Background: an optimization exercise with open tools, aiming at small area, a short achievable clock period and few clock cycles per item. Do not read the settings as production practice.
RTL that was checked went through simulation tests only; none was proved equivalent to the original.
Power is estimated from default activity; no workload was simulated.

==> flow/design.v (excerpt) <==
module udp_parser_top(
    input clock,
    input reset,
    input out_tready,
    output in_tready,
    input [255:0] in_tdata,
    input in_tvalid,
    input in_tlast,
    output reg out_tvalid,
    output [255:0] out_tdata
    );
clock: 28.0 ns
lec_check: 0
cap_margin: 40
core_margin: 2
core_utilization: 40
cts_cluster_diameter: 100
cts_cluster_size: 24
slew_margin: 40
standard.sh (not shown) runs the stock make flow with config.mk's settings and CLKGATE_MAP_FILE= SYNTH_SCRIPT=/design/flow/synth_recipe.tcl, a recipe that flattens the netlist after the stock synthesis.
==> flow/flow/run.sh <==
#!/bin/bash
set -o pipefail
export BUFFER_PORTS_ARGS="-buffer_cell sky130_fd_sc_hd__buf_2"
export CTS_ARGS="-sink_clustering_enable -repair_clock_nets -sink_clustering_size 24 -sink_clustering_max_diameter 100 -dont_use_dummy_load"
bash standard.sh > standard.log 2>&1
The first run passed the timing, design-rule and antenna checks.
Testbench counts at the start, summed over its fixed seeds: cycles 6,481, packets 512.
Rerun with:
==> flow/flow/run.sh (replaced) <==
#!/bin/bash
set -o pipefail
export BUFFER_PORTS_ARGS="-buffer_cell sky130_fd_sc_hd__buf_2"
export CTS_ARGS="-sink_clustering_enable -repair_clock_nets -sink_clustering_size 30 -sink_clustering_max_diameter 80 -dont_use_dummy_load -distance_between_buffers 1000 -branching_point_buffers_distance 1000"
bash standard.sh > standard.log 2>&1
- CTS_CLUSTER_DIAMETER: 100 -> 80
- CTS_CLUSTER_SIZE: 24 -> 30
After rerunning:
- global-route usage is about the same
- setup slack improves by 0.045 ns
- worst hold slack hardly moves
- routed wire length hardly moves
- maximum frequency increases by 0.66%
Rerun with:
==> flow/flow/run.sh (replaced) <==
#!/bin/bash
# The standard layout (standard.sh), with plain buffers (buf_2) on the
# ports in place of the delay-cell buffers that port buffering picks itself.
# The whole make output goes to standard.log; each ORFS step keeps its own
# log under orfs/logs/.
set -o pipefail
export BUFFER_PORTS_ARGS="-buffer_cell sky130_fd_sc_hd__buf_2"
bash standard.sh > standard.log 2>&1
- ABC_AREA: unset -> 1
- CTS_CLUSTER_DIAMETER: 80 -> 100
- CTS_CLUSTER_SIZE: 30 -> 24
Effect: Wire length increases by 21%; final cell count increases by 28%; hold slack is better by 0.046 ns; setup slack is worse by 0.0044 ns; utilization increases by 0.35 points.

udp_parser_top, a different RTL version from the one above (not shown whole).
Size in the first run: about 2500 cells after synthesis, ~520 I/O pins, ~26000 sq um of cells after synthesis.
## udp_parser_top
module udp_parser_top(
    input clock,
    input reset,
    input out_tready,
    output in_tready,
    input [255:0] in_tdata,
    input in_tvalid,
    input in_tlast,
    output reg out_tvalid,
    output [255:0] out_tdata
    );
    localparam HDR = 2'd0, OPC = 2'd1, DAT = 2'd2;
    reg [1:0] state;
    reg       rdy;
    assign in_tready = rdy;
    wire fire = in_tvalid & rdy;
    reg [255:0] d1;
    reg v1, f1, l1;
    always @(posedge clock) begin
        d1 <= in_tdata;
        if (reset) begin
            state <= HDR;
            v1 <= 0; f1 <= 0; l1 <= 0;
        end else begin
            v1 <= fire & (state != HDR);
            f1 <= fire & (state == OPC);
            l1 <= fire & (state == DAT) & in_tlast;
            if (fire) begin
                case (state)
                    HDR: state <= OPC;
                    OPC: state <= DAT;
                    default: if (in_tlast) state <= HDR;
                endcase
            end
        end
    end
    reg m_sum, m_max, m_min;         
    wire [15:0] opc = d1[175:160];
    wire s_sum = f1 ? (opc == 16'd0) : m_sum;
    wire s_max = f1 ? (opc == 16'd1) : m_max;
    wire s_min = f1 ? (opc == 16'd2) : m_min;
    always @(posedge clock)
        if (f1) begin
            m_sum <= (opc == 16'd0);
            m_max <= (opc == 16'd1);
            m_min <= (opc == 16'd2);
        end
    wire mid = ~f1 & ~l1;
    wire [31:0] x0 = d1[0 +: 32], x1 = d1[32 +: 32], x2 = d1[64 +: 32], x3 = d1[96 +: 32];
    wire [31:0] x4 = d1[128 +: 32], x5 = d1[160 +: 32], x6 = d1[192 +: 32], x7 = d1[224 +: 32];
    wire [31:0] bsum = x0 + x1 + x2 + x3 + (x4 & {32{~l1}})
                     + ((x5 & {32{mid}}) + (x6 & {32{mid}}) + (x7 & {32{mid}}));
    function [31:0] pick;
        input [31:0] a, b;
        input use_b_ok, is_min;
        begin
            pick = (use_b_ok & ((b > a) ^ is_min)) ? b : a;
        end
    endfunction
    wire [31:0] p0 = pick(x0, x4, ~l1, s_min);
    wire [31:0] p1 = pick(x1, x5, mid, s_min);
    wire [31:0] p2 = pick(x2, x6, mid, s_min);
    wire [31:0] p3 = pick(x3, x7, mid, s_min);
    wire [31:0] q0 = pick(p0, p2, 1'b1, s_min);
    wire [31:0] q1 = pick(p1, p3, 1'b1, s_min);
    wire [31:0] bm = pick(q0, q1, 1'b1, s_min);
    reg  [31:0] acc;
    reg         done;                
    wire [31:0] acc_sum = (f1 ? 32'd0 : acc) + bsum;
  ...
==> flow/config.mk <==
export PLATFORM = sky130hd
export DESIGN_NAME = udp_parser_top
export DESIGN_NICKNAME = udp_parser_top
export VERILOG_FILES = /design/flow/design.v
export SDC_FILE = /design/flow/constraint.sdc
export NUM_CORES = 4
export LEC_CHECK = 0
export CAP_MARGIN = 40
export CORE_MARGIN = 2
export CORE_UTILIZATION = 40
export SLEW_MARGIN = 40
==> flow/constraint.sdc <==
create_clock -name core_clock -period 28.0 [get_ports {clock}]
set_input_delay 5.6000 -clock core_clock [delete_from_list [all_inputs] [get_ports {clock}]]
set_output_delay 5.6000 -clock core_clock [all_outputs]
set_load 0.01 [all_outputs]
run.sh (not shown) runs the stock make flow with config.mk's settings and CLKGATE_MAP_FILE= SYNTH_SCRIPT=/design/flow/synth_recipe.tcl, a recipe that flattens the netlist after the stock synthesis.
Stock flow here: none of the scripts above is used.
Rerun with:
--- a/flow/config.mk
+++ b/flow/config.mk
@@ -9,3 +9,3 @@
 export CORE_MARGIN = 2
 export CORE_UTILIZATION = 40
-export SLEW_MARGIN = 40
+export SLEW_MARGIN = 80
Effect:
- final area grows by 8.8%
- worst hold slack gains 0.0073 ns
- sequential share of layout area is lower by 1.9 points
No functional check of the RTL was part of any run of this note.

## before
Another version of the RTL of udp_parser_top (not shown whole).
// udp_parser_top
module udp_parser_top(
    input clock,
    input reset,
    input out_tready,
    output in_tready,
    input [255:0] in_tdata,
    input in_tvalid,
    input in_tlast,
    output reg out_tvalid,
    output [255:0] out_tdata
    );
==> flow/config.mk <==
export PLATFORM = sky130hd
export DESIGN_NAME = udp_parser_top
export DESIGN_NICKNAME = udp_parser_top
export VERILOG_FILES = /design/flow/design.v
export SDC_FILE = /design/flow/constraint.sdc
export NUM_CORES = 4
export LEC_CHECK = 0
export CAP_MARGIN = 40
export CORE_MARGIN = 2
export CORE_UTILIZATION = 65
export CTS_CLUSTER_DIAMETER = 100
export CTS_CLUSTER_SIZE = 24
export PLACE_DENSITY = 0.75
export SLEW_MARGIN = 40
==> flow/constraint.sdc <==
create_clock -name core_clock -period 28.0 [get_ports {clock}]
set_input_delay 5.6000 -clock core_clock [delete_from_list [all_inputs] [get_ports {clock}]]
set_output_delay 5.6000 -clock core_clock [all_outputs]
set_load 0.01 [all_outputs]
standard.sh (not shown) runs the stock make flow with config.mk's settings and CLKGATE_MAP_FILE= SYNTH_SCRIPT=/design/flow/synth_recipe.tcl, a recipe that flattens the netlist after the stock synthesis.
==> flow/flow/run.sh <==
#!/bin/bash
# The standard layout (standard.sh) with two changes:
#  - plain buffers (buf_2) on the ports in place of the delay-cell buffers
#    that port buffering picks itself;
#  - after global placement, constant output ports share tie cells
#    (merge_ties.tcl) instead of having one each.
# Each step's output goes to a log of its own here; ORFS keeps its step logs
# under orfs/logs/.
set -euo pipefail
export BUFFER_PORTS_ARGS="-buffer_cell sky130_fd_sc_hd__buf_2"
bash standard.sh 3_3_place_gp > standard_to_gp.log 2>&1
ODB_IN=$(ls -d "$PWD"/orfs/results/*/udp_parser_top/base)/3_3_place_gp.odb TIE_GROUP=12 \
  openroad -no_init -exit flow/merge_ties.tcl > merge_ties.log 2>&1
bash standard.sh > standard.log 2>&1
Other scripts of this flow, unchanged in this note and not shown: flow/flow/merge_ties.tcl
For after, these inputs were changed with respect to before:
Settings: PLACE_DENSITY removed (was 0.75); CORE_UTILIZATION changed from 65 to 40.
after reports a higher area growth from synthesis to layout than before does.
In summary, after completed successfully, with a layout that passed the timing, design-rule and antenna checks.
Looking at die area across both flows, after is the weaker of the two, with before ahead.
Comparing reported leakage power for before and after, the smaller number came from before.
Function was not checked in any run of this note: the RTL went through the layout flow alone.

run A:
RTL: one of the versions met above, not the one the previous note started from.
Size: roughly 430 flip-flops, about 520 I/O pins.
==> flow/design.v (excerpt) <==
module udp_parser_top(
    input clock,
    input reset,
    input out_tready,
    output in_tready,
    input [255:0] in_tdata,
    input in_tvalid,
    input in_tlast,
    output reg out_tvalid,
    output [255:0] out_tdata
    );
==> flow/config.mk <==
export PLATFORM = sky130hd
export DESIGN_NAME = udp_parser_top
export DESIGN_NICKNAME = udp_parser_top
export VERILOG_FILES = /design/flow/design.v
export SDC_FILE = /design/flow/constraint.sdc
export NUM_CORES = 4
export LEC_CHECK = 0
export CAP_MARGIN = 40
export CORE_MARGIN = 2
export CORE_UTILIZATION = 40
export CTS_CLUSTER_DIAMETER = 80
export CTS_CLUSTER_SIZE = 30
export SLEW_MARGIN = 40
==> flow/constraint.sdc <==
create_clock -name core_clock -period 28.0 [get_ports {clock}]
set_input_delay 5.6000 -clock core_clock [delete_from_list [all_inputs] [get_ports {clock}]]
set_output_delay 5.6000 -clock core_clock [all_outputs]
set_load 0.01 [all_outputs]
==> flow/flow/run.sh <==
#!/bin/bash
set -euo pipefail
export BUFFER_PORTS_ARGS="-buffer_cell sky130_fd_sc_hd__buf_2"
export CTS_ARGS="-sink_clustering_enable -repair_clock_nets -sink_clustering_size 30 -sink_clustering_max_diameter 80 -dont_use_dummy_load"
bash standard.sh 3_3_place_gp > standard_to_gp.log 2>&1
ODB_IN=$(ls -d "$PWD"/orfs/results/*/udp_parser_top/base)/3_3_place_gp.odb TIE_GROUP=3 \
  openroad -no_init -exit flow/merge_ties.tcl > merge_ties.log 2>&1
bash standard.sh > standard.log 2>&1
==> flow/flow/merge_ties.tcl <==
# Share tie cells between constant output ports. Port buffering leaves one
# tie cell per constant output; after global placement, neighbouring
# ports along the die edge are put on one tie cell, $::env(TIE_GROUP) at a time.
read_db $::env(ODB_IN)
set block [ord::get_db_block]
set die [$block getDieArea]
set W [$die xMax]
set H [$die yMax]
# position of a point along the die's perimeter, counter-clockwise from (0,0)
proc perim {x y} {
  global W H
  set d [list [expr {$y}] [expr {$W - $x}] [expr {$H - $y}] [expr {$x}]]
  set m [lsort -integer [list [lindex $d 0] [lindex $d 1] [lindex $d 2] [lindex $d 3]]]
  set m [lindex $m 0]
  if {$m == [lindex $d 0]} { return $x }
  if {$m == [lindex $d 1]} { return [expr {$W + $y}] }
  if {$m == [lindex $d 2]} { return [expr {$W + $H + ($W - $x)}] }
  return [expr {2 * $W + $H + ($H - $y)}]
}
set ties {}
foreach inst [$block getInsts] {
  if {[[$inst getMaster] getName] ne "sky130_fd_sc_hd__conb_1"} continue
  foreach pin {LO HI} {
    set it [$inst findITerm $pin]
    set net [$it getNet]
    if {$net eq "NULL"} continue
    set bts [$net getBTerms]
    if {[llength $bts] != 1 || [llength [$net getITerms]] != 1} continue
    set bt [lindex $bts 0]
    set bb [$bt getBBox]
    set p [perim [expr {([$bb xMin] + [$bb xMax]) / 2}] [expr {([$bb yMin] + [$bb yMax]) / 2}]]
    lappend ties [list $p $pin $inst $net $bt]
  }
}
set n 0
set removed 0
foreach pin {LO HI} {
  set group {}
  foreach t [lsort -real -index 0 $ties] {
    if {[lindex $t 1] ne $pin} continue
    lappend group $t
  }
  set i 0
  set lead ""
  foreach t $group {
    if {$i % $::env(TIE_GROUP) == 0} {
      set lead [lindex $t 3]
      incr n
    } else {
      set bt [lindex $t 4]
      set net [lindex $t 3]
      $bt disconnect
      $bt connect $lead
      odb::dbInst_destroy [lindex $t 2]
      odb::dbNet_destroy $net
      incr removed
    }
    incr i
  }
}
puts "merge_ties: [llength $ties] tie cells on output ports, kept $n, removed $removed"
write_db $::env(ODB_IN)
Testbench counts of run A, summed over its fixed seeds: cycles 6,481, packets 512.
> inputs changed (run A -> run B)
--- a/flow/flow/run.sh
+++ b/flow/flow/run.sh
@@ -1,5 +1,5 @@
 #!/bin/bash
 set -euo pipefail
-export BUFFER_PORTS_ARGS="-buffer_cell sky130_fd_sc_hd__buf_2"
+export BUFFER_PORTS_ARGS="-buffer_cell sky130_fd_sc_hd__buf_1"
 export CTS_ARGS="-sink_clustering_enable -repair_clock_nets -sink_clustering_size 30 -sink_clustering_max_diameter 80 -dont_use_dummy_load"
 bash standard.sh 3_3_place_gp > standard_to_gp.log 2>&1
### Flow results
For run A, the critical setup path kind was reg2out, unlike run B, where it was in2reg. Going from run A to run B, clock-cell share of area climbed 0.18 points; count of boundary I/O pins barely changed. As far as synthesized cell count goes, run B and run A are indistinguishable; the numbers are identical. Run A → run B: met3 global-route usage has decreased, post-place setup slack has decreased, post-route met1 wirelength has increased. | fmax | run B vs run A | about 4% lower |. Run B ended up with a lower final worst setup slack than run A did.
Setup changes, run B to run C
Settings: CTS_CLUSTER_SIZE changed from 30 to 24; CTS_CLUSTER_DIAMETER changed from 80 to 100.
==> flow/flow/run.sh <==
#!/bin/bash
# The standard layout (standard.sh) with two changes:
#  - plain buffers (buf_2) on the ports in place of the delay-cell buffers
#    that port buffering picks itself;
#  - after global placement, constant output ports share tie cells
#    (merge_ties.tcl) instead of having one each.
# Each step's output goes to a log of its own here; ORFS keeps its step logs
# under orfs/logs/.
set -euo pipefail
export BUFFER_PORTS_ARGS="-buffer_cell sky130_fd_sc_hd__buf_2"
bash standard.sh 3_3_place_gp > standard_to_gp.log 2>&1
ODB_IN=$(ls -d "$PWD"/orfs/results/*/udp_parser_top/base)/3_3_place_gp.odb TIE_GROUP=12 \
  openroad -no_init -exit flow/merge_ties.tcl > merge_ties.log 2>&1
bash standard.sh > standard.log 2>&1
- The fraction of power spent switching nets in run C was higher than what run B gave.
- Going from run B to run C, via count of the first global-routing pass shrinks by 0.95%.
- Summary of the comparison: total chip power is higher in run C, relative to run B.
- Of run B and run C, the lower share of cell area taken by multi-input logic gates belongs to run C.
- Compared with run B, run C shows a lower sequential power share.
- Run C | stages: all done | timing, DRC, antenna: all pass
- The lower final core utilization came out of run B.
- Taking run B as the reference, in run C global-route usage over all layers climbed 0.17 points, routed length per placed instance climbed about 2%.

==> afterwards: timing with drivers on the ports <==
No port has a modelled driver above. Below, the same layouts with a new extraction and two added sets of constraints. Step 1 sets driving cells, clkbuf_16 on the clock port and buf_2 on the other inputs (assumed; they add their load-dependent delay and slew). Step 2 moves the port delays by t, midway between the first and last clock arrival at a register: inputs arrive t later, outputs are due t later. That takes back most of the time a late clock gives input paths. a / b / c = no drivers / after step 1 / after step 2; a / b = the first two.
run	t (ns)	slack for setup (ns)	worst hold slack (ns)	worst data-port slew with drivers (ns)	cell pins on the clock port's net
the first run of note 1	0.613	21.194 / 21.192 / 20.614	0.406 / 0.406 / 0.406	0.07	1
the second run of note 1	0.643	21.239 / 21.183 / 20.641	0.404 / 0.404 / 0.404	0.07	1
the third run of note 1	0.666	21.235 / 21.168 / 20.741	0.449 / 0.449 / 0.449	0.07	1
the first run of note 2	0.633	14.314 / 14.314 / 14.314	0.474 / 0.474 / 0.474	0.06	1
the second run of note 2	0.631	14.638 / 14.638 / 14.638	0.482 / 0.482 / 0.482	0.05	1
before	0.633	20.899 / 20.899 / 20.899	0.457 / 0.457 / 0.457	0.08	1
after	0.669	20.719 / 20.719 / 20.719	0.442 / 0.442 / 0.442	0.11	1
run A	0.617	21.243 / 21.190 / 20.658	0.404 / 0.404 / 0.404	0.09	1
run B	0.622	20.966 / 20.989 / 20.367	0.400 / 0.400 / 0.400	0.12	1
run C	0.635	21.237 / 21.198 / 20.630	0.414 / 0.414 / 0.414	0.09	1
After both steps setup and hold are still met in every run listed. For run C, which loses most, drivers alone change the setup slack by -0.039 ns; drivers and shift together by -0.607 ns.
